Source: an optimization exercise on an open RTL-to-GDS flow (aim: small area). Production flows keep margins and buffers that such runs may drop.
In this exercise RTL edits were held to simulation tests only and were not proved equivalent to the original.
Power figures rest on the tool's default switching activity, not on a simulated workload.

// fp_convert_unit
module fp_convert_unit
(
    input             clk,
    input      [63:0] in1,
    input      [63:0] in2,
    input      [2:0]  rounding_mode,
    input             sp_dp,
    input      [2:0]  operation,
    output     [63:0] result,
    output reg        invalid,
    output reg        overflow,
    output reg        underflow,
    output reg        inexact
);
wire [63:0] s0_d;
wire [1:0]  s0_rc;
reg  [63:0] r_d;
reg  [2:0]  r_op;
reg         r_dp;
reg  [1:0]  r_rc;
wire [63:0] s1_res;
wire        s1_inc, s1_cen;
wire        s1_inv, s1_ovf, s1_unf, s1_inx;
reg  [63:0] r_res;
reg         r_inc, r_cen;
cvt_pre u_pre
(
    .in1 (in1),
    .in2 (in2),
    .rm  (rounding_mode),
    .dp  (sp_dp),
    .op  (operation),
    .d   (s0_d),
    .rc  (s0_rc)
);
cvt_core u_core
(
    .d   (r_d),
    .op  (r_op),
    .dp  (r_dp),
    .rc  (r_rc),
    .res (s1_res),
    .inc (s1_inc),
    .cen (s1_cen),
    .inv (s1_inv),
    .ovf (s1_ovf),
    .unf (s1_unf),
    .inx (s1_inx)
);
always @(posedge clk) begin
    r_d       <= s0_d;
    r_op      <= operation;
    r_dp      <= sp_dp;
    r_rc      <= s0_rc;
    r_res     <= s1_res;
    r_inc     <= s1_inc;
    r_cen     <= s1_cen;
    invalid   <= s1_inv;
    overflow  <= s1_ovf;
    underflow <= s1_unf;
    inexact   <= s1_inx;
end
cvt_post u_post (.r(r_res), .inc(r_inc), .cen(r_cen), .res(result));
endmodule
export LEC_CHECK = 0
export ABC_AREA = 1
export CAP_MARGIN = 20
export CORE_MARGIN = 2
export CORE_UTILIZATION = 55
export CTS_BUF_LIST = sky130_fd_sc_hd__clkbuf_8
export CTS_CLUSTER_DIAMETER = 50
export CTS_CLUSTER_SIZE = 24
export PLACE_DENSITY = 0.7
export SLEW_MARGIN = 20
create_clock -name core_clock -period 10.0 [get_ports {clk}]
standard.sh (not shown) runs the stock make flow with config.mk's settings and CLKGATE_MAP_FILE= SYNTH_SCRIPT=/design/flow/synth_recipe.tcl, a recipe that flattens the netlist after the stock synthesis.
==> flow/flow/run.sh <==
#!/bin/bash
# Standard ORFS flow with two changes:
#  - synthesis maps with an area-oriented ABC script (flow/abc_area.script)
#    in place of ORFS's abc_area.script; the rest of synthesis is the standard flow's;
#  - port buffers use the smallest buffer cell.
set -u
W=$(pwd)
rm -rf "$W/scripts_local"
cp -r "$FLOW_HOME/scripts" "$W/scripts_local"
cp "$W/flow/abc_area.script" "$W/scripts_local/abc_area.script"
bash standard.sh SCRIPTS_DIR="$W/scripts_local" synth > "$W/synth.log" 2>&1 || { echo "synth failed"; exit 1; }
bash standard.sh BUFFER_PORTS_ARGS="-buffer_cell sky130_fd_sc_hd__buf_1" finish > "$W/layout.log" 2>&1 || { echo "layout failed"; exit 1; }
==> flow/flow/abc_area.script <==
strash
&get -n
&deepsyn -T 90
&put
dch -f
amap
topo
==> next run, changes <==
--- a/flow/config.mk
+++ b/flow/config.mk
@@ -11,5 +11,2 @@
-export CORE_UTILIZATION = 55
-export CTS_BUF_LIST = sky130_fd_sc_hd__clkbuf_8
-export CTS_CLUSTER_DIAMETER = 50
-export CTS_CLUSTER_SIZE = 24
-export PLACE_DENSITY = 0.7
+export CORE_UTILIZATION = 40
+export PLACE_DENSITY = 0.6
The new run completed with no timing, DRC or antenna violations.
First-iteration DRC count drops by 32%.
Routed wire length climbs by 9.1%.
Clock skew drops by 0.0081 ns.
Area after synthesis climbs by 1.8%.
Maximum frequency climbs by 3.2%.
Setup slack is better by 0.29 ns.
Die area climbs by 39%.
Count of clock-buffer cells in the layout climbs by 2.
Power climbs by 8.5%.
==> next run, changes <==
--- a/flow/flow/run.sh
+++ b/flow/flow/run.sh
@@ -2 +2 @@
-# Standard ORFS flow with two changes:
+# Standard ORFS flow with these changes:
@@ -5 +5,2 @@
-#  - port buffers use the smallest buffer cell.
+#  - port buffers use the smallest buffer cell;
+#  - clock tree: clkbuf_8 clusters, no dummy loads.
@@ -10,0 +12 @@
+CTS="-sink_clustering_enable -repair_clock_nets -dont_use_dummy_load -buf_list sky130_fd_sc_hd__clkbuf_8 -sink_clustering_size 20 -sink_clustering_max_diameter 50"
@@ -12 +14 @@
-bash standard.sh BUFFER_PORTS_ARGS="-buffer_cell sky130_fd_sc_hd__buf_1" finish > "$W/layout.log" 2>&1 || { echo "layout failed"; exit 1; }
+bash standard.sh BUFFER_PORTS_ARGS="-buffer_cell sky130_fd_sc_hd__buf_1" CTS_ARGS="$CTS" finish > "$W/layout.log" 2>&1 || { echo "layout failed"; exit 1; }
--- a/flow/config.mk
+++ b/flow/config.mk
@@ -9 +9 @@
-export CAP_MARGIN = 20
+export CAP_MARGIN = 10
@@ -11,3 +11,4 @@
-export CORE_UTILIZATION = 40
-export PLACE_DENSITY = 0.6
-export SLEW_MARGIN = 20
+export CORE_UTILIZATION = 55
+export GPL_TIMING_DRIVEN = 0
+export PLACE_DENSITY = 0.7
+export SLEW_MARGIN = 10
The new run went through all stages and came out clean.
Total power fell by about a fifth.
Design area is lower by a little under a tenth.
Setup slack loses 0.55 ns.
Critical path depth came out higher by 1.
Maximum frequency went down by a few percent.
Clock-buffer cell count drops by 2.
Combinational power shrinks by a few percent.
Area after synthesis came out lower slightly.
Synthesized cell count is lower by a few percent.
==> next run, changes <==
--- a/flow/flow/run.sh
+++ b/flow/flow/run.sh
@@ -12 +12 @@
-CTS="-sink_clustering_enable -repair_clock_nets -dont_use_dummy_load -buf_list sky130_fd_sc_hd__clkbuf_8 -sink_clustering_size 20 -sink_clustering_max_diameter 50"
+CTS="-sink_clustering_enable -repair_clock_nets -dont_use_dummy_load -buf_list sky130_fd_sc_hd__clkbuf_8 -sink_clustering_size 30 -sink_clustering_max_diameter 60"
--- a/flow/config.mk
+++ b/flow/config.mk
@@ -12 +11,0 @@
-export GPL_TIMING_DRIVEN = 0
What happened: Clock-buffer cell count does not change. Worst setup slack gains 0.18 ns. Combinational power came out lower by about 4%. Cell area came out lower by 2.3%.

* * *

== v59 ==
Another version of the RTL of fp_convert_unit (not shown whole).
For scale: roughly 1,100 cells after synthesis, ~140 flip-flops, ~8300 sq um of cells after synthesis.
Settings: LEC_CHECK=0, ABC_AREA=1, CAP_MARGIN=10, CORE_MARGIN=2, CORE_UTILIZATION=55, PLACE_DENSITY=0.7, SLEW_MARGIN=10; clock period 10.0 ns.
==> flow/flow/run.sh <==
#!/bin/bash
# Standard ORFS flow with these changes:
#  - synthesis maps with an area-oriented ABC script (flow/abc_area.script)
#    in place of ORFS's abc_area.script; the rest of synthesis is the standard flow's;
#  - port buffers use the smallest buffer cell;
#  - clock tree: clkbuf_8 clusters, no dummy loads;
#  - placement keeps no resizer changes (repair comes after placement)
#    and floorplan only removes synthesis buffers.
set -u
W=$(pwd)
rm -rf "$W/scripts_local"
cp -r "$FLOW_HOME/scripts" "$W/scripts_local"
cp "$W/flow/abc_area.script" "$W/scripts_local/abc_area.script"
CTS="-sink_clustering_enable -repair_clock_nets -dont_use_dummy_load -buf_list sky130_fd_sc_hd__clkbuf_8 -sink_clustering_size 30 -sink_clustering_max_diameter 60"
bash standard.sh SCRIPTS_DIR="$W/scripts_local" synth > "$W/synth.log" 2>&1 || { echo "synth failed"; exit 1; }
bash standard.sh BUFFER_PORTS_ARGS="-buffer_cell sky130_fd_sc_hd__buf_1" CTS_ARGS="$CTS" GPL_KEEP_OVERFLOW=0 REMOVE_ABC_BUFFERS=1 finish > "$W/layout.log" 2>&1 || { echo "layout failed"; exit 1; }
==> flow/flow/abc_area.script <==
strash
dch -f
amap
topo
## Diff of input files: v21 against v59
==> flow/flow/run.sh <==
#!/bin/bash
# Standard ORFS flow with these changes:
#  - synthesis maps with an area-oriented ABC script (flow/abc_area.script)
#    in place of ORFS's abc_area.script; the rest of synthesis is the standard flow's;
#  - port buffers use the smallest buffer cell;
#  - clock tree: clkbuf_8 clusters, no dummy loads.
set -u
W=$(pwd)
rm -rf "$W/scripts_local"
cp -r "$FLOW_HOME/scripts" "$W/scripts_local"
cp "$W/flow/abc_area.script" "$W/scripts_local/abc_area.script"
CTS="-sink_clustering_enable -repair_clock_nets -dont_use_dummy_load -buf_list sky130_fd_sc_hd__clkbuf_8 -sink_clustering_size 30 -sink_clustering_max_diameter 60"
bash standard.sh SCRIPTS_DIR="$W/scripts_local" synth > "$W/synth.log" 2>&1 || { echo "synth failed"; exit 1; }
bash standard.sh BUFFER_PORTS_ARGS="-buffer_cell sky130_fd_sc_hd__buf_1" CTS_ARGS="$CTS" finish > "$W/layout.log" 2>&1 || { echo "layout failed"; exit 1; }
==> flow/flow/abc_area.script <==
strash
dch -f
amap
strash
dch -f
amap
strash
dch -f
amap
strash
dch -f
amap
strash
dch -f
amap
topo
Results
Across v59 and v21, none had a timing, DRC or antenna violation. | via count | v21 vs v59 | 446 higher |. Between v59 and v21, the flow reports synthesized cell count increasing slightly. Looking at origin of the worst setup path, the r_op[2] result is from v21; the r_d[1] one comes from v59. Relative to v59, peak ir drop on the vdd network has increased by about 12% in v21. From v59 to v21 the numbers moved as follows: die area stayed essentially flat, worst hold slack saw a decrease, synthesized-area fraction occupied by ao, oa, aoi and oai cells shows a reduction of 0.55 points. Maximum fanout count along the critical path: v21 < v59. Compared to v59, the routing of v21 uses more wire. Against v59, v21 reports a first-pass GRT wire length that is higher. Taking v59 as 1.0, v21 lands at 1.06 on area of all placed cells without fillers. Comparing v21 against v59, there is no change at all in count of port buffers added during placement.
## Diff of input files: v43 against v21
==> flow/flow/run.sh <==
#!/bin/bash
# Standard ORFS flow with these changes:
#  - synthesis maps with an area-oriented ABC script (flow/abc_area.script)
#    in place of ORFS's abc_area.script; the rest of synthesis is the standard flow's;
#  - port buffers use the smallest buffer cell;
#  - clock tree: clkbuf_8 clusters, no dummy loads;
#  - placement keeps no resizer changes (repair comes after placement)
#    and floorplan only removes synthesis buffers.
set -u
W=$(pwd)
rm -rf "$W/scripts_local"
cp -r "$FLOW_HOME/scripts" "$W/scripts_local"
cp "$W/flow/abc_area.script" "$W/scripts_local/abc_area.script"
CTS="-sink_clustering_enable -repair_clock_nets -dont_use_dummy_load -root_buf sky130_fd_sc_hd__clkbuf_8 -buf_list {sky130_fd_sc_hd__clkbuf_4 sky130_fd_sc_hd__clkbuf_8} -sink_clustering_size 20 -sink_clustering_max_diameter 40"
bash standard.sh SCRIPTS_DIR="$W/scripts_local" synth > "$W/synth.log" 2>&1 || { echo "synth failed"; exit 1; }
bash standard.sh BUFFER_PORTS_ARGS="-buffer_cell sky130_fd_sc_hd__buf_1" CTS_ARGS="$CTS" GPL_KEEP_OVERFLOW=0 REMOVE_ABC_BUFFERS=1 finish > "$W/layout.log" 2>&1 || { echo "layout failed"; exit 1; }
==> flow/flow/abc_area.script <==
strash
dch -f
amap
topo
[summary]
The vertical extent of the die of v21 and that of v43 are within noise of each other. Delta (v43 minus v21): critical path buffer and inverter count went down 7, number of I/O pins roughly the same, weighted congestion at the end of routability-driven global placement went up. Worst setup slack delta (v43 − v21): unfavourable. Comparing v21 and v43, the lower buffer count excluding the clock tree in the final layout was measured on v43.
Setup changes, v43 to v44
==> flow/flow/run.sh <==
#!/bin/bash
# Standard ORFS flow with these changes:
#  - synthesis maps with an area-oriented ABC script (flow/abc_area.script)
#    in place of ORFS's abc_area.script; the rest of synthesis is the standard flow's;
#  - port buffers use the smallest buffer cell;
#  - clock tree: clkbuf_8 clusters, no dummy loads.
set -u
W=$(pwd)
rm -rf "$W/scripts_local"
cp -r "$FLOW_HOME/scripts" "$W/scripts_local"
cp "$W/flow/abc_area.script" "$W/scripts_local/abc_area.script"
CTS="-sink_clustering_enable -repair_clock_nets -dont_use_dummy_load -buf_list sky130_fd_sc_hd__clkbuf_8 -sink_clustering_size 30 -sink_clustering_max_diameter 60"
bash standard.sh SCRIPTS_DIR="$W/scripts_local" synth > "$W/synth.log" 2>&1 || { echo "synth failed"; exit 1; }
bash standard.sh BUFFER_PORTS_ARGS="-buffer_cell sky130_fd_sc_hd__buf_1" CTS_ARGS="$CTS" finish > "$W/layout.log" 2>&1 || { echo "layout failed"; exit 1; }
### Flow results
Re post-placement setup slack: v43 was lower than v44. Summary of v44 over v43: number of cells upsized or downsized after cts now smaller; wire length saw an increase; number of global-route vias before repair rose by 529; cell area after layout went up about 5.5%.

* * *

maple:
fp_convert_unit, a different RTL version from the one above (not shown whole).
For scale: roughly 1100 cells after synthesis.
export LEC_CHECK = 0
export ABC_AREA = 1
export CAP_MARGIN = 10
export CORE_MARGIN = 2
export CORE_UTILIZATION = 55
export PLACE_DENSITY = 0.7
export SLEW_MARGIN = 10
create_clock -name core_clock -period 10.0 [get_ports {clk}]
==> flow/flow/run.sh <==
#!/bin/bash
# Standard ORFS flow with these changes:
#  - synthesis maps with an area-oriented ABC script (flow/abc_area.script)
#    in place of ORFS's abc_area.script; the rest of synthesis is the standard flow's;
#  - port buffers use the smallest buffer cell;
#  - clock tree: clkbuf_8 clusters, no dummy loads.
set -u
W=$(pwd)
rm -rf "$W/scripts_local"
cp -r "$FLOW_HOME/scripts" "$W/scripts_local"
cp "$W/flow/abc_area.script" "$W/scripts_local/abc_area.script"
CTS="-sink_clustering_enable -repair_clock_nets -dont_use_dummy_load -buf_list sky130_fd_sc_hd__clkbuf_8 -sink_clustering_size 30 -sink_clustering_max_diameter 60"
bash standard.sh SCRIPTS_DIR="$W/scripts_local" synth > "$W/synth.log" 2>&1 || { echo "synth failed"; exit 1; }
bash standard.sh BUFFER_PORTS_ARGS="-buffer_cell sky130_fd_sc_hd__buf_1" CTS_ARGS="$CTS" finish > "$W/layout.log" 2>&1 || { echo "layout failed"; exit 1; }
==> flow/flow/abc_area.script <==
strash
&get -n
&deepsyn -T 60
&put
dch -f
amap
strash
dch -f
amap
strash
dch -f
amap
strash
dch -f
amap
strash
dch -f
amap
strash
dch -f
amap
strash
dch -f
amap
strash
dch -f
amap
strash
dch -f
amap
topo
maple closes out successfully: all stages finished, all timing, DRC and antenna checks passed.
Edits applied to the flow inputs when going from maple to raven:
- changing PLACE_DENSITY from 0.7 to 0.85
- changing CORE_UTILIZATION from 55 to 70
==> flow/flow/abc_area.script <==
strash
&get -n
&deepsyn -T 90
&put
dch -f
amap
topo
==> notes.md <==
- maple vs raven, critical path capture point: r_inc vs r_d[31]
- Compared with maple, in raven final cell count shrank by about 4%, final critical-path share of the clock period grew by 1.6 points, share of final layout cell area taken by non-clock buffers shrank by 3.1 points, final RePlAce weighted congestion grew by 0.075, fraction of power consumed by combinational cells shrank by 1.4 points.
Changes in willow relative to raven:
- changing CORE_UTILIZATION from 70 to 55
- changing PLACE_DENSITY from 0.85 to 0.7
Notes after the runs:
Comparing willow and raven, the higher compound-gate portion of the synthesized area is on willow. Measured against raven, the routed length on met1 of willow comes out at 1.13 times the reference value. Critical path depth is lower on willow. Delta (willow minus raven): power went down 2.2%; clock network area share held; HPWL after detailed placement went up 540 microns; wire length went up about 0.8%. From raven to willow the numbers moved as follows: routed wire length per instance grew by 2.2%; finished layout cell area saw a decrease. Looking at sequential share of layout area, willow sits 0.24 points higher than raven does.

[separate check: timing with driven ports]
Ports are ideal in the flow. The routed layouts listed here were re-timed in OpenROAD. Step 1 sets driving cells, clkbuf_16 on the clock port and buf_2 on the other inputs (assumed; they add their load-dependent delay and slew). Step 2 adds t to the input delays and takes it off the output delays; t is the mean of the earliest and latest rising clock arrival at the registers after step 1. Input paths then give back, and output paths get back, about the clock's delay inside the block. Slacks: no drivers / after step 1 / after step 2; pairs: no drivers / after step 1.
| run | shift t [ns] | setup WS [ns] | hold slack, ns | slew at the worst register clock pin (ns) | pins driven straight from the clock port |
|---|---|---|---|---|---|
| the first run of note 1 | 0.508 | 0.662 / 0.677 / 0.169 | 0.489 / 0.489 / 0.489 | 0.10 / 0.10 | 1 |
| the second run of note 1 | 0.460 | 0.956 / 0.917 / 0.666 | 0.497 / 0.497 / 0.497 | 0.07 / 0.07 | 1 |
| the third run of note 1 | 0.486 | 0.404 / 0.404 / 0.020 | 0.463 / 0.463 / 0.463 | 0.09 / 0.09 | 1 |
| the fourth run of note 1 | 0.476 | 0.589 / 0.606 / 0.131 | 0.488 / 0.488 / 0.488 | 0.09 / 0.09 | 1 |
| v59 | 0.482 | 0.317 / 0.317 / 0.317 | 0.507 / 0.507 / 0.507 | 0.08 / 0.08 | 1 |
| v21 | 0.493 | 0.861 / 0.861 / 0.861 | 0.468 / 0.468 / 0.468 | 0.09 / 0.09 | 1 |
| v43 | 0.482 | 0.317 / 0.317 / 0.317 | 0.507 / 0.507 / 0.507 | 0.08 / 0.08 | 1 |
| v44 | 0.488 | 0.571 / 0.571 / 0.571 | 0.485 / 0.485 / 0.485 | 0.09 / 0.09 | 1 |
| maple | 0.480 | 0.900 / 0.900 / 0.437 | 0.532 / 0.532 / 0.532 | 0.08 / 0.08 | 1 |
| raven | 0.479 | 0.739 / 0.757 / 0.278 | 0.522 / 0.522 / 0.522 | 0.08 / 0.08 | 1 |
| willow | 0.482 | 1.008 / 0.967 / 0.581 | 0.497 / 0.497 / 0.497 | 0.08 / 0.08 | 1 |
After both steps setup and hold are still met in every run listed. For the first run of note 1, which loses most, drivers alone change the setup slack by +0.015 ns; drivers and shift together by -0.493 ns.
